From an optimization exercise on the open Yosys and OpenROAD flow, aimed at small area, a short achievable clock period and few clock cycles; shortcuts taken in it are not production practice.
The RTL was checked by simulation tests, not by an equivalence proof against the original design.

==> inputs of job 1823 <==
==> flow/design.v <==
`timescale 1ns/10ps
module DT(
	input 			clk,
	input			reset,
	output	reg		done ,
	output	reg		sti_rd ,
	output	reg 	[9:0]	sti_addr ,
	input		[15:0]	sti_di,
	output	reg		res_wr ,
	output	reg		res_rd ,
	output	reg 	[13:0]	res_addr ,
	output		[7:0]	res_do,
	input		[7:0]	res_di,
	output  reg fwpass_finish
	);
localparam OP_INIT  = 3'd0;
localparam OP_W     = 3'd1;    
localparam OP_RD    = 3'd2;    
localparam OP_FETCH = 3'd3;    
localparam OP_F     = 3'd4;    
localparam OP_FIX   = 3'd5;    
localparam OP_DONE  = 3'd6;
reg [2:0] op;
reg       bwd;
reg [1:0] slot;           
reg [5:0] far, mid, near;
reg       vf, vm, vn;
reg [5:0] rdo;
reg       pred;
reg       nb;             
reg       la_any, la_more, la_adj, pos0;
reg [3:0] la_nx;          
assign res_do = {2'b00, rdo};
wire [6:0] arow = res_addr[13:7];
wire [6:0] acol = res_addr[6:0];
wire [3:0] apos = res_addr[3:0];
wire [5:0] di = res_di[5:0];
wire       c_fr = far < rdo;
wire       c_mr = mid < rdo;
wire       c_mf = mid < far;
wire       sel_r = !c_fr && !c_mr;
wire       sel_f = !sel_r && !c_mf;
wire [5:0] mk = sel_r ? rdo : (sel_f ? far : mid);        
wire [5:0] rdo1 = (&rdo) ? rdo : rdo + 6'd1;
wire [5:0] far1 = (&far) ? far : far + 6'd1;
wire [5:0] mid1 = (&mid) ? mid : mid + 6'd1;
wire [5:0] mk1 = sel_r ? rdo1 : (sel_f ? far1 : mid1);
wire [5:0] di1 = di + 6'd1;                              
wire       flt = di < rdo;
wire       fgt = rdo < di;
wire       dlt = flt && (di < far) && (di < mid);
wire [5:0] m1 = dlt ? di1 : mk1;
wire       mz = (mk == 6'd0) || (di == 6'd0);
wire       zks = (vm && mid == 6'd0) || (vn && near == 6'd0);
wire [1:0] s0 = !vm ? 2'd0 : !vn ? 2'd1 : 2'd2;
wire [6:0] rowp1 = arow + 7'd1;
wire [6:0] rowm1 = arow - 7'd1;
wire [6:0] colp1 = acol + 7'd1;
wire [6:0] colp2 = acol + 7'd2;
wire [6:0] colm1 = acol - 7'd1;
wire [6:0] colm2 = acol - 7'd2;
wire [6:0] colps = (s0 == 2'd0) ? acol : (s0 == 2'd1) ? colp1 : colp2;
wire [6:0] colms = (s0 == 2'd0) ? acol : (s0 == 2'd1) ? colm1 : colm2;
wire [15:0] bits;                        
genvar gi;
generate for (gi = 0; gi < 16; gi = gi + 1) begin : g_bits
	assign bits[gi] = sti_di[15-gi];
end endgenerate
wire [3:0] nbi = (op == OP_W) ? apos + 4'd2 : apos;
wire       nb_n = bits[nbi];
wire inter_n = (arow != 7'd0) && (arow != 7'd127) && (acol <= 7'd125);
wire objn = inter_n && nb;
wire [15:0] meff = bits & {bits[14:0], 1'b1};
wire [15:0] msh = {meff[14:0], 1'b0};
wire        refresh = sti_rd;           
integer k;
reg [15:0] below;
always @(*) begin
	for (k = 0; k < 16; k = k + 1) below[k] = refresh || (k < la_nx);
end
wire [15:0] cand = meff & below;
wire [7:0] a1, m1t, i1;
wire [3:0] a2, m2; wire [7:0] i2;
wire [1:0] a3, m3; wire [5:0] i3;
generate for (gi = 0; gi < 8; gi = gi + 1) begin : g_t1
	assign a1[gi] = cand[2*gi+1] | cand[2*gi];
	assign m1t[gi] = cand[2*gi+1] & cand[2*gi];
	assign i1[gi] = cand[2*gi+1];
end endgenerate
generate for (gi = 0; gi < 4; gi = gi + 1) begin : g_t2
	assign a2[gi] = a1[2*gi+1] | a1[2*gi];
	assign m2[gi] = m1t[2*gi+1] | m1t[2*gi] | (a1[2*gi+1] & a1[2*gi]);
	assign i2[2*gi+1] = a1[2*gi+1];
	assign i2[2*gi] = a1[2*gi+1] ? i1[2*gi+1] : i1[2*gi];
end endgenerate
generate for (gi = 0; gi < 2; gi = gi + 1) begin : g_t3
	assign a3[gi] = a2[2*gi+1] | a2[2*gi];
	assign m3[gi] = m2[2*gi+1] | m2[2*gi] | (a2[2*gi+1] & a2[2*gi]);
	assign i3[3*gi+2] = a2[2*gi+1];
	assign i3[3*gi+1:3*gi] = a2[2*gi+1] ? i2[4*gi+3:4*gi+2] : i2[4*gi+1:4*gi];
end endgenerate
wire       s_any = a3[1] | a3[0];
wire       s_more = m3[1] | m3[0] | (a3[1] & a3[0]);
wire [3:0] s_nx = a3[1] ? {1'b1, i3[5:3]} : {1'b0, i3[2:0]};
wire       s_adj = refresh ? (pos0 && meff[15]) : msh[la_nx];
wire       wany = |meff;
reg [2:0] n_op; reg n_bwd; reg [1:0] n_slot;
reg [5:0] n_far, n_mid, n_near; reg n_vf, n_vm, n_vn;
reg [5:0] n_rdo; reg n_pred;
reg [13:0] n_addr; reg n_rd, n_wr, n_srd; reg [9:0] n_saddr; reg n_done, n_fw;
reg mv;                   
reg n_pos0;
reg [2:0] np_op;
reg np_mv, np_one, np_srd, np_done, np_rd, np_wr, np_pos0;
reg [13:0] np_addr;
wire lastw = (sti_addr == 10'd8);
always @(*) begin
	np_op = OP_FETCH; np_mv = 1'b0; np_one = 1'b0; np_srd = 1'b0; np_done = 1'b0;
	np_rd = 1'b0; np_wr = 1'b0; np_addr = res_addr; np_pos0 = pos0;
	if (sti_rd) begin
		if (op == OP_FETCH && !wany) begin
			if (lastw) begin np_op = OP_DONE; np_done = 1'b1; end
			else begin np_srd = 1'b1; np_pos0 = 1'b0; end
		end
	end else if (la_any) begin
		np_mv = 1'b1; np_rd = 1'b1; np_pos0 = (la_nx == 4'd0);
		np_srd = !la_more && !lastw;
		if (la_adj && !zks) begin
			np_op = OP_RD; np_addr = {rowp1, colms};
		end else begin
			np_op = OP_F; np_wr = 1'b1; np_one = 1'b1; np_addr = {sti_addr, la_nx};
		end
	end else if (lastw) begin
		np_op = OP_DONE; np_done = 1'b1;
	end else begin
		np_srd = 1'b1; np_pos0 = 1'b0;
	end
end
wire fix = (op == OP_F) && (res_wr ? flt : fgt);
wire [5:0] rval = (op == OP_F && flt) ? di : rdo;
always @(*) begin
	n_op = op; n_bwd = bwd; n_slot = slot;
	n_far = far; n_mid = mid; n_near = near; n_vf = vf; n_vm = vm; n_vn = vn;
	n_rdo = rdo; n_pred = pred;
	n_addr = res_addr; n_rd = 1'b0; n_wr = 1'b0; n_srd = 1'b0; n_saddr = sti_addr;
	n_done = 1'b0; n_fw = 1'b0; mv = 1'b0; n_pos0 = pos0;
	case (op)
	OP_INIT: begin
		n_bwd = 1'b0; n_op = OP_W; n_wr = 1'b1; n_addr = 14'd0; n_rdo = 6'd0;
		n_saddr = 10'd1; n_vf = 1'b0; n_vm = 1'b0; n_vn = 1'b0;
	end
	OP_W: begin
		if (sti_rd) n_saddr = sti_addr + 10'd1;
		if (res_addr == 14'd16383) begin
			n_op = OP_FETCH; n_bwd = 1'b1; n_srd = 1'b1; n_saddr = 10'd1015;
			n_pred = 1'b1; n_pos0 = 1'b0;
		end else begin
			n_far = mid; n_mid = near; n_vf = vm; n_vm = vn; n_vn = 1'b0;
			if (objn && !(rdo == 6'd0 || zks)) begin
				n_op = OP_RD; n_slot = s0; n_rd = 1'b1;
				n_addr = {rowm1, colps};
			end else begin
				n_op = OP_W; n_wr = 1'b1; n_rdo = {5'd0, objn};
				n_addr = {(acol == 7'd127) ? rowp1 : arow, colp1};
				n_srd = (apos == 4'hd); n_fw = (res_addr == 14'd16382);
			end
		end
	end
	OP_RD: begin
		if (slot == 2'd2) begin
			n_near = di; n_vn = 1'b1;
			n_rdo = m1;
			if (!bwd) begin
				n_op = OP_W; n_wr = 1'b1; n_srd = (apos == 4'hf);
				n_addr = {rowp1, colm1};
			end else begin
				n_op = OP_F; n_rd = 1'b1; n_wr = pred || mz;
				n_addr = {rowm1, colp1};
			end
		end else begin
			if (slot == 2'd0) begin n_far = di; n_vf = 1'b1; end
			else begin n_mid = di; n_vm = 1'b1; end
			n_slot = slot + 2'd1; n_op = OP_RD; n_rd = 1'b1;
			n_addr = {arow, bwd ? colm1 : colp1};
		end
	end
	OP_DONE: begin
		n_done = 1'b1;
	end
	default: begin  
		if (op == OP_F) n_pred = !flt;
		if (fix) begin
			n_op = OP_FIX; n_wr = 1'b1; n_rdo = rval;
		end else begin
			n_op = np_op; n_slot = s0; n_addr = np_addr;
			n_rd = np_rd; n_wr = np_wr; n_srd = np_srd; n_done = np_done;
			n_pos0 = np_pos0; mv = np_mv;
			n_rdo = np_one ? 6'd1 : rval;
			if (np_srd) n_saddr = sti_addr - 10'd1;
			if (np_mv) begin
				n_vn = 1'b0;
				if (la_adj) begin
					n_far = mid; n_mid = near; n_vf = vm; n_vm = vn;
				end else begin
					n_vf = 1'b0; n_vm = 1'b0;
				end
			end
		end
	end
	endcase
end
always @(posedge clk or negedge reset) begin
	if (!reset) begin
		op <= OP_INIT; res_rd <= 1'b0; res_wr <= 1'b0; sti_rd <= 1'b0;
		done <= 1'b0; fwpass_finish <= 1'b0;
	end else begin
		op <= n_op; res_rd <= n_rd; res_wr <= n_wr; sti_rd <= n_srd;
		done <= n_done; fwpass_finish <= n_fw;
	end
end
always @(posedge clk) begin
	bwd <= n_bwd; slot <= n_slot;
	far <= n_far; mid <= n_mid; near <= n_near; vf <= n_vf; vm <= n_vm; vn <= n_vn;
	rdo <= n_rdo; pred <= n_pred; pos0 <= n_pos0;
	res_addr <= n_addr; sti_addr <= n_saddr;
	if (!bwd) begin
		if (op != OP_RD || slot == 2'd2) nb <= nb_n;
	end
	if (bwd && (refresh || mv)) begin
		la_any <= s_any; la_more <= s_more; la_nx <= s_nx; la_adj <= s_adj;
	end
end
endmodule
==> flow/flow/run.sh <==
#!/bin/bash
# The standard layout, with the port buffers made from the smallest buffer cell.
set -euo pipefail
bash standard.sh 'BUFFER_PORTS_ARGS=-buffer_cell sky130_fd_sc_hd__buf_1' finish > layout.log 2>&1
==> flow/standard.sh <==
#!/bin/bash
# synth_recipe.tcl (not shown) runs the flow's synth.tcl, then flattens the netlist and writes it again
# the make line also repeats each setting of config.mk as NAME=value (left out here)
make -C /OpenROAD-flow-scripts/flow DESIGN_CONFIG=/design/flow/config.mk WORK_HOME=/design/flow/orfs CLKGATE_MAP_FILE= SYNTH_SCRIPT=/design/flow/synth_recipe.tcl "${@:-finish}"
==> flow/config.mk <==
export PLATFORM = sky130hd
export DESIGN_NAME = DT
export DESIGN_NICKNAME = DT
export VERILOG_FILES = /design/flow/design.v
export SDC_FILE = /design/flow/constraint.sdc
export NUM_CORES = 4
export LEC_CHECK = 0
export CAP_MARGIN = 20
export CORE_MARGIN = 2
export CORE_UTILIZATION = 40
export CTS_BUF_LIST = sky130_fd_sc_hd__clkbuf_8
export CTS_CLUSTER_SIZE = 40
export GPL_TIMING_DRIVEN = 0
export PLACE_DENSITY = 0.75
export SETUP_SLACK_MARGIN = 2.2
export SLEW_MARGIN = 20
==> flow/constraint.sdc <==
create_clock -name core_clock -period 5.0 [get_ports {clk}]
set_input_delay 1.0000 -clock core_clock [delete_from_list [all_inputs] [get_ports {clk}]]
set_output_delay 1.0000 -clock core_clock [all_outputs]
set_load 0.01 [all_outputs]
==> job 8512 (differences from job 1823) <==
==> flow/design.v, changed modules only <==
module DT(
	input 			clk,
	input			reset,
	output	reg		done ,
	output	reg		sti_rd ,
	output	reg 	[9:0]	sti_addr ,
	input		[15:0]	sti_di,
	output	reg		res_wr ,
	output	reg		res_rd ,
	output	reg 	[13:0]	res_addr ,
	output		[7:0]	res_do,
	input		[7:0]	res_di,
	output  reg fwpass_finish
	);
localparam OP_INIT  = 3'd0;
localparam OP_W     = 3'd1;    
localparam OP_RD    = 3'd2;    
localparam OP_FETCH = 3'd3;    
localparam OP_F     = 3'd4;    
localparam OP_FIX   = 3'd5;    
localparam OP_DONE  = 3'd6;
reg [2:0] op;
reg       bwd;
reg [1:0] slot;           
reg [5:0] far, mid, near;
reg       vf, vm, vn;
reg [5:0] rdo;
reg       pred, fresh, procd;
assign res_do = {2'b00, rdo};
wire [6:0] arow = res_addr[13:7];
wire [6:0] acol = res_addr[6:0];
wire [3:0] apos = res_addr[3:0];
wire [5:0] di = res_di[5:0];
wire       c_fr = far < rdo;
wire       c_mr = mid < rdo;
wire       c_mf = mid < far;
wire       sel_r = !c_fr && !c_mr;
wire       sel_f = !sel_r && !c_mf;
wire [5:0] mk = sel_r ? rdo : (sel_f ? far : mid);        
wire [5:0] rdo1 = (&rdo) ? rdo : rdo + 6'd1;
wire [5:0] far1 = (&far) ? far : far + 6'd1;
wire [5:0] mid1 = (&mid) ? mid : mid + 6'd1;
wire [5:0] mk1 = sel_r ? rdo1 : (sel_f ? far1 : mid1);
wire [5:0] di1 = di + 6'd1;                              
wire       flt = di < rdo;
wire       fgt = rdo < di;
wire       dlt = flt && (di < far) && (di < mid);
wire [5:0] m1 = dlt ? di1 : mk1;
wire       mz = (mk == 6'd0) || (di == 6'd0);
wire       zks = (vm && mid == 6'd0) || (vn && near == 6'd0);
wire [1:0] s0 = !vm ? 2'd0 : !vn ? 2'd1 : 2'd2;
wire [6:0] rowp1 = arow + 7'd1;
wire [6:0] rowm1 = arow - 7'd1;
wire [6:0] colp1 = acol + 7'd1;
wire [6:0] colp2 = acol + 7'd2;
wire [6:0] colm1 = acol - 7'd1;
wire [6:0] colm2 = acol - 7'd2;
wire [6:0] colps = (s0 == 2'd0) ? acol : (s0 == 2'd1) ? colp1 : colp2;
wire [6:0] colms = (s0 == 2'd0) ? acol : (s0 == 2'd1) ? colm1 : colm2;
wire [15:0] rb;
genvar gi;
generate for (gi = 0; gi < 16; gi = gi + 1) begin : g_rb
	assign rb[gi] = sti_di[(14 - gi) & 15];
end endgenerate
wire inter_n = (arow != 7'd0) && (arow != 7'd127) && (acol <= 7'd125);
wire objn = inter_n && rb[apos];
wire [15:0] bits;
generate for (gi = 0; gi < 16; gi = gi + 1) begin : g_bits
	assign bits[gi] = sti_di[15-gi];
end endgenerate
wire [15:0] meff = bits & {bits[14:0], 1'b1};
integer k;
reg [15:0] below;
always @(*) begin
	for (k = 0; k < 16; k = k + 1) below[k] = fresh || (k < apos);
end
wire [15:0] cand = meff & below;
wire [7:0] a1, m1t; wire [7:0] i1;
wire [3:0] a2, m2; wire [7:0] i2;
wire [1:0] a3, m3; wire [5:0] i3;
generate for (gi = 0; gi < 8; gi = gi + 1) begin : g_t1
	assign a1[gi] = cand[2*gi+1] | cand[2*gi];
	assign m1t[gi] = cand[2*gi+1] & cand[2*gi];
	assign i1[gi] = cand[2*gi+1];
end endgenerate
generate for (gi = 0; gi < 4; gi = gi + 1) begin : g_t2
	assign a2[gi] = a1[2*gi+1] | a1[2*gi];
	assign m2[gi] = m1t[2*gi+1] | m1t[2*gi] | (a1[2*gi+1] & a1[2*gi]);
	assign i2[2*gi+1] = a1[2*gi+1];
	assign i2[2*gi] = a1[2*gi+1] ? i1[2*gi+1] : i1[2*gi];
end endgenerate
generate for (gi = 0; gi < 2; gi = gi + 1) begin : g_t3
	assign a3[gi] = a2[2*gi+1] | a2[2*gi];
	assign m3[gi] = m2[2*gi+1] | m2[2*gi] | (a2[2*gi+1] & a2[2*gi]);
	assign i3[3*gi+2] = a2[2*gi+1];
	assign i3[3*gi+1:3*gi] = a2[2*gi+1] ? i2[4*gi+3:4*gi+2] : i2[4*gi+1:4*gi];
end endgenerate
wire any = a3[1] | a3[0];
wire more = m3[1] | m3[0] | (a3[1] & a3[0]);
wire [3:0] nx = a3[1] ? {1'b1, i3[5:3]} : {1'b0, i3[2:0]};
wire [15:0] msh = {meff[14:0], 1'b0};
wire adj = procd && (fresh ? (apos == 4'd0 && meff[15]) : msh[apos]);
reg [2:0] n_op; reg n_bwd; reg [1:0] n_slot;
reg [5:0] n_far, n_mid, n_near; reg n_vf, n_vm, n_vn;
reg [5:0] n_rdo; reg n_pred, n_fresh, n_procd;
reg [13:0] n_addr; reg n_rd, n_wr, n_srd; reg [9:0] n_saddr; reg n_done, n_fw;
reg [2:0] np_op; reg [1:0] np_slot;
reg np_vf, np_vm, np_sh, np_fresh, np_procd, np_one;
reg [13:0] np_addr; reg np_rd, np_wr, np_srd, np_done;
always @(*) begin
	np_op = OP_FETCH; np_slot = s0; np_vf = 1'b0; np_vm = 1'b0; np_sh = 1'b0;
	np_fresh = 1'b1; np_procd = procd && !fresh; np_one = 1'b0;
	np_addr = res_addr; np_rd = 1'b0; np_wr = 1'b0; np_srd = 1'b0; np_done = 1'b0;
	if (any) begin
		np_procd = 1'b1;
		np_fresh = !more && sti_addr != 10'd8;
		np_srd = np_fresh;
		np_sh = adj;
		np_vf = adj && vm; np_vm = adj && vn;
		np_rd = 1'b1;
		if (adj && !zks) begin
			np_op = OP_RD; np_addr = {rowp1, colms};
		end else begin
			np_op = OP_F; np_wr = 1'b1; np_one = 1'b1; np_addr = {sti_addr, nx};
		end
	end else if (sti_addr == 10'd8) begin
		np_op = OP_DONE; np_done = 1'b1; np_fresh = fresh; np_procd = procd;
	end else begin
		np_srd = 1'b1;
	end
end
wire fix = (op == OP_F) && (res_wr ? flt : fgt);
wire [5:0] rval = (op == OP_F && flt) ? di : rdo;
always @(*) begin
	n_op = op; n_bwd = bwd; n_slot = slot;
	n_far = far; n_mid = mid; n_near = near; n_vf = vf; n_vm = vm; n_vn = vn;
	n_rdo = rdo; n_pred = pred; n_fresh = fresh; n_procd = procd;
	n_addr = res_addr; n_rd = 1'b0; n_wr = 1'b0; n_srd = 1'b0; n_saddr = sti_addr;
	n_done = 1'b0; n_fw = 1'b0;
	case (op)
	OP_INIT: begin
		n_bwd = 1'b0; n_op = OP_W; n_wr = 1'b1; n_addr = 14'd0; n_rdo = 6'd0;
		n_saddr = 10'd1; n_vf = 1'b0; n_vm = 1'b0; n_vn = 1'b0;
	end
	OP_W: begin
		if (sti_rd) n_saddr = sti_addr + 10'd1;
		if (res_addr == 14'd16383) begin
			n_op = OP_FETCH; n_bwd = 1'b1; n_srd = 1'b1; n_saddr = 10'd1015;
			n_fresh = 1'b1; n_procd = 1'b0; n_pred = 1'b1;
		end else begin
			n_far = mid; n_mid = near; n_vf = vm; n_vm = vn; n_vn = 1'b0;
			if (objn && !(rdo == 6'd0 || zks)) begin
				n_op = OP_RD; n_slot = s0; n_rd = 1'b1;
				n_addr = {rowm1, colps};
			end else begin
				n_op = OP_W; n_wr = 1'b1; n_rdo = {5'd0, objn};
				n_addr = {(acol == 7'd127) ? rowp1 : arow, colp1};
				n_srd = (apos == 4'he); n_fw = (res_addr == 14'd16382);
			end
		end
	end
	OP_RD: begin
		if (slot == 2'd2) begin
			n_near = di; n_vn = 1'b1;
			n_rdo = m1;
			if (!bwd) begin
				n_op = OP_W; n_wr = 1'b1; n_srd = (apos == 4'h0);
				n_addr = {rowp1, colm1};
			end else begin
				n_op = OP_F; n_rd = 1'b1; n_wr = pred || mz;
				n_addr = {rowm1, colp1};
			end
		end else begin
			if (slot == 2'd0) begin n_far = di; n_vf = 1'b1; end
			else begin n_mid = di; n_vm = 1'b1; end
			n_slot = slot + 2'd1; n_op = OP_RD; n_rd = 1'b1;
			n_addr = {arow, bwd ? colm1 : colp1};
		end
	end
	OP_DONE: begin
		n_done = 1'b1;
	end
	default: begin  
		if (op == OP_F) n_pred = !flt;
		if (fix) begin
			n_op = OP_FIX; n_wr = 1'b1; n_rdo = rval;
		end else begin
			n_op = np_op; n_slot = np_slot; n_addr = np_addr;
			n_rd = np_rd; n_wr = np_wr; n_srd = np_srd; n_done = np_done;
			n_fresh = np_fresh; n_procd = np_procd;
			n_rdo = np_one ? 6'd1 : rval;
			if (np_srd) n_saddr = sti_addr - 10'd1;
			if (any) begin
				n_vf = np_vf; n_vm = np_vm; n_vn = 1'b0;
				if (np_sh) begin n_far = mid; n_mid = near; end
			end
		end
	end
	endcase
end
always @(posedge clk or negedge reset) begin
	if (!reset) begin
		op <= OP_INIT; res_rd <= 1'b0; res_wr <= 1'b0; sti_rd <= 1'b0;
		done <= 1'b0; fwpass_finish <= 1'b0;
	end else begin
		op <= n_op; res_rd <= n_rd; res_wr <= n_wr; sti_rd <= n_srd;
		done <= n_done; fwpass_finish <= n_fw;
	end
end
always @(posedge clk) begin
	bwd <= n_bwd; slot <= n_slot;
	far <= n_far; mid <= n_mid; near <= n_near; vf <= n_vf; vm <= n_vm; vn <= n_vn;
	rdo <= n_rdo; pred <= n_pred; fresh <= n_fresh; procd <= n_procd;
	res_addr <= n_addr; sti_addr <= n_saddr;
end
endmodule
==> flow/run.sh (new file) <==
#!/bin/bash
# synth_recipe.tcl (not shown) runs the flow's synth.tcl, then flattens the netlist and writes it again
# the make line also repeats each setting of config.mk as NAME=value (left out here)
make -C /OpenROAD-flow-scripts/flow DESIGN_CONFIG=/design/flow/config.mk WORK_HOME=/design/flow/orfs CLKGATE_MAP_FILE= SYNTH_SCRIPT=/design/flow/synth_recipe.tcl finish
CTS_BUF_LIST = default   (was sky130_fd_sc_hd__clkbuf_8)
CTS_CLUSTER_SIZE = default   (was 40)
GPL_TIMING_DRIVEN = default   (was 0)
PLACE_DENSITY = default   (was 0.75)
SETUP_SLACK_MARGIN = 2.4   (was 2.2)
removed: flow/flow/run.sh
removed: flow/standard.sh
==> job 8396 (differences from job 1823) <==
==> flow/run.sh (new file) <==
#!/bin/bash
# synth_recipe.tcl (not shown) runs the flow's synth.tcl, then flattens the netlist and writes it again
# the make line also repeats each setting of config.mk as NAME=value (left out here)
make -C /OpenROAD-flow-scripts/flow DESIGN_CONFIG=/design/flow/config.mk WORK_HOME=/design/flow/orfs CLKGATE_MAP_FILE= SYNTH_SCRIPT=/design/flow/synth_recipe.tcl finish
CORE_UTILIZATION = 65   (was 40)
GPL_TIMING_DRIVEN = default   (was 0)
PLACE_DENSITY = default   (was 0.75)
SETUP_SLACK_MARGIN = 2.0   (was 2.2)
removed: flow/flow/run.sh
removed: flow/standard.sh
==> impl_metrics.env <==
export IMPL_maxSlewHeadroom=0.536
export IMPL_timing_critical_path_cells="buf_4 -> buf_6 -> mux4_2 -> or3_1 -> nand4_1 -> nor4_4 -> and2_4 -> a22oi_4 -> buf_12 -> nor3_2 -> a211o_1"
export IMPL_rr_worst_depth=11
export IMPL_period_needed_ps=3040
export IMPL_overall_global_routing_resource_usage=0.276
export IMPL_synth_yosys_seq_area_share=0.279
export IMPL_floorplan_tapcells=220
export IMPL_die_width_um=134
export IMPL_ir_drop_uv=367
export IMPL_drive_gt1_frac=0.289
export IMPL_syn_instance_count=817
export IMPL_postCtsSetupRepairBufs=66
export IMPL_result_of_the_run="finished clean"
export IMPL_p_int_uw=3990
export IMPL_routedLengthMet1_um=10200
export IMPL_synth_compound_gate_area_share=0.251
export IMPL_hold_ws_ps=553
export IMPL_start_util=0.408
export IMPL_critical_path_top_delay_family="simple AND/OR/NAND/NOR gates"
export IMPL_power_sequential_total_uw=1500
The numbers above come from job 8512.

==> impl_metrics.env <==
export IMPL_p_int_uw=3040
export IMPL_drive_gt1_frac=0.108
export IMPL_syn_instance_count=838
export IMPL_routedLengthMet1_um=8360
export IMPL_result_of_the_run="finished clean"
export IMPL_critical_path_top_delay_family="compound AO/OA/AOI/OAI gates"
export IMPL_floorplan_tapcells=136
export IMPL_period_needed_ps=2960
export IMPL_row_count=37
export IMPL_rr_worst_depth=7
export IMPL_maxSlewHeadroom=0.269
export IMPL_hold_ws_ps=566
export IMPL_start_util=0.673
export IMPL_rsz_0062_raised_after_global_routing="yes"
export IMPL_design_seq_count=71
export IMPL_postCtsSetupRepairBufs=8
export IMPL_largest_reg_flops=14
export IMPL_power_sequential_total_uw=1750
export IMPL_synth_yosys_seq_area_share=0.298
export IMPL_timing_critical_path_cells="buf_4 -> inv_1 -> ha_1 -> nor2b_1 -> o21a_1 -> o21bai_2 -> a21o_1 -> and3_4 -> o221ai_4 -> a211oi_4 -> buf_12"
export IMPL_synth_compound_gate_area_share=0.214
The numbers above come from job 8396.

==> impl_metrics.env <==
export IMPL_die_width_um=136
export IMPL_hold_ws_ps=546
export IMPL_critical_path_top_delay_family="compound AO/OA/AOI/OAI gates"
export IMPL_floorplan_tapcells=225
export IMPL_routedLengthMet1_um=9040
export IMPL_overall_global_routing_resource_usage=0.234
export IMPL_synth_yosys_seq_area_share=0.298
export IMPL_result_of_the_run="finished clean"
export IMPL_period_needed_ps=2790
export IMPL_timing_critical_path_cells="buf_8 -> ha_1 -> o2111ai_2 -> a21oi_1 -> a311oi_2 -> nand4b_1 -> buf_6 -> buf_4 -> mux2i_1 -> o22ai_1"
The numbers above come from job 1823.

Testbench counts of job 1823, summed over its fixed seeds: cycles 587,452.
Testbench counts of job 8512, summed over its fixed seeds: cycles 583,583.
Testbench counts of job 8396, summed over its fixed seeds: cycles 587,452.

-- what the ideal ports hide --
The results above use ideal ports. As a check the final layouts listed here were re-extracted and re-timed, cells and wires unchanged.
Step 1 sets driving cells, clkbuf_16 on the clock port and buf_2 on the other inputs (assumed; they add their load-dependent delay and slew).
Step 2 moves the port delays by t, midway between the first and last clock arrival at a register: inputs arrive t later, outputs are due t later. That takes back most of the time a late clock gives input paths.
Three values: ideal ports, drivers, drivers and shift; two values: the first two.
run | t, ns | setup slack, ns | hold slack, ns | slew at the worst register clock pin (ns) | worst data-port slew with drivers (ns)
job 1823 | 0.404 | 2.206 / 2.202 / 1.798 | 0.546 / 0.551 / 0.566 | 0.08 / 0.08 | 0.06
job 8512 | 0.394 | 1.959 / 1.959 / 1.589 | 0.553 / 0.553 / 0.553 | 0.06 / 0.06 | 0.07
job 8396 | 0.396 | 2.036 / 2.046 / 1.651 | 0.566 / 0.566 / 0.566 | 0.09 / 0.09 | 0.04
After both steps setup and hold are still met in every run listed. For job 1823, which loses most, drivers alone change the setup slack by -0.004 ns; drivers and shift together by -0.408 ns.
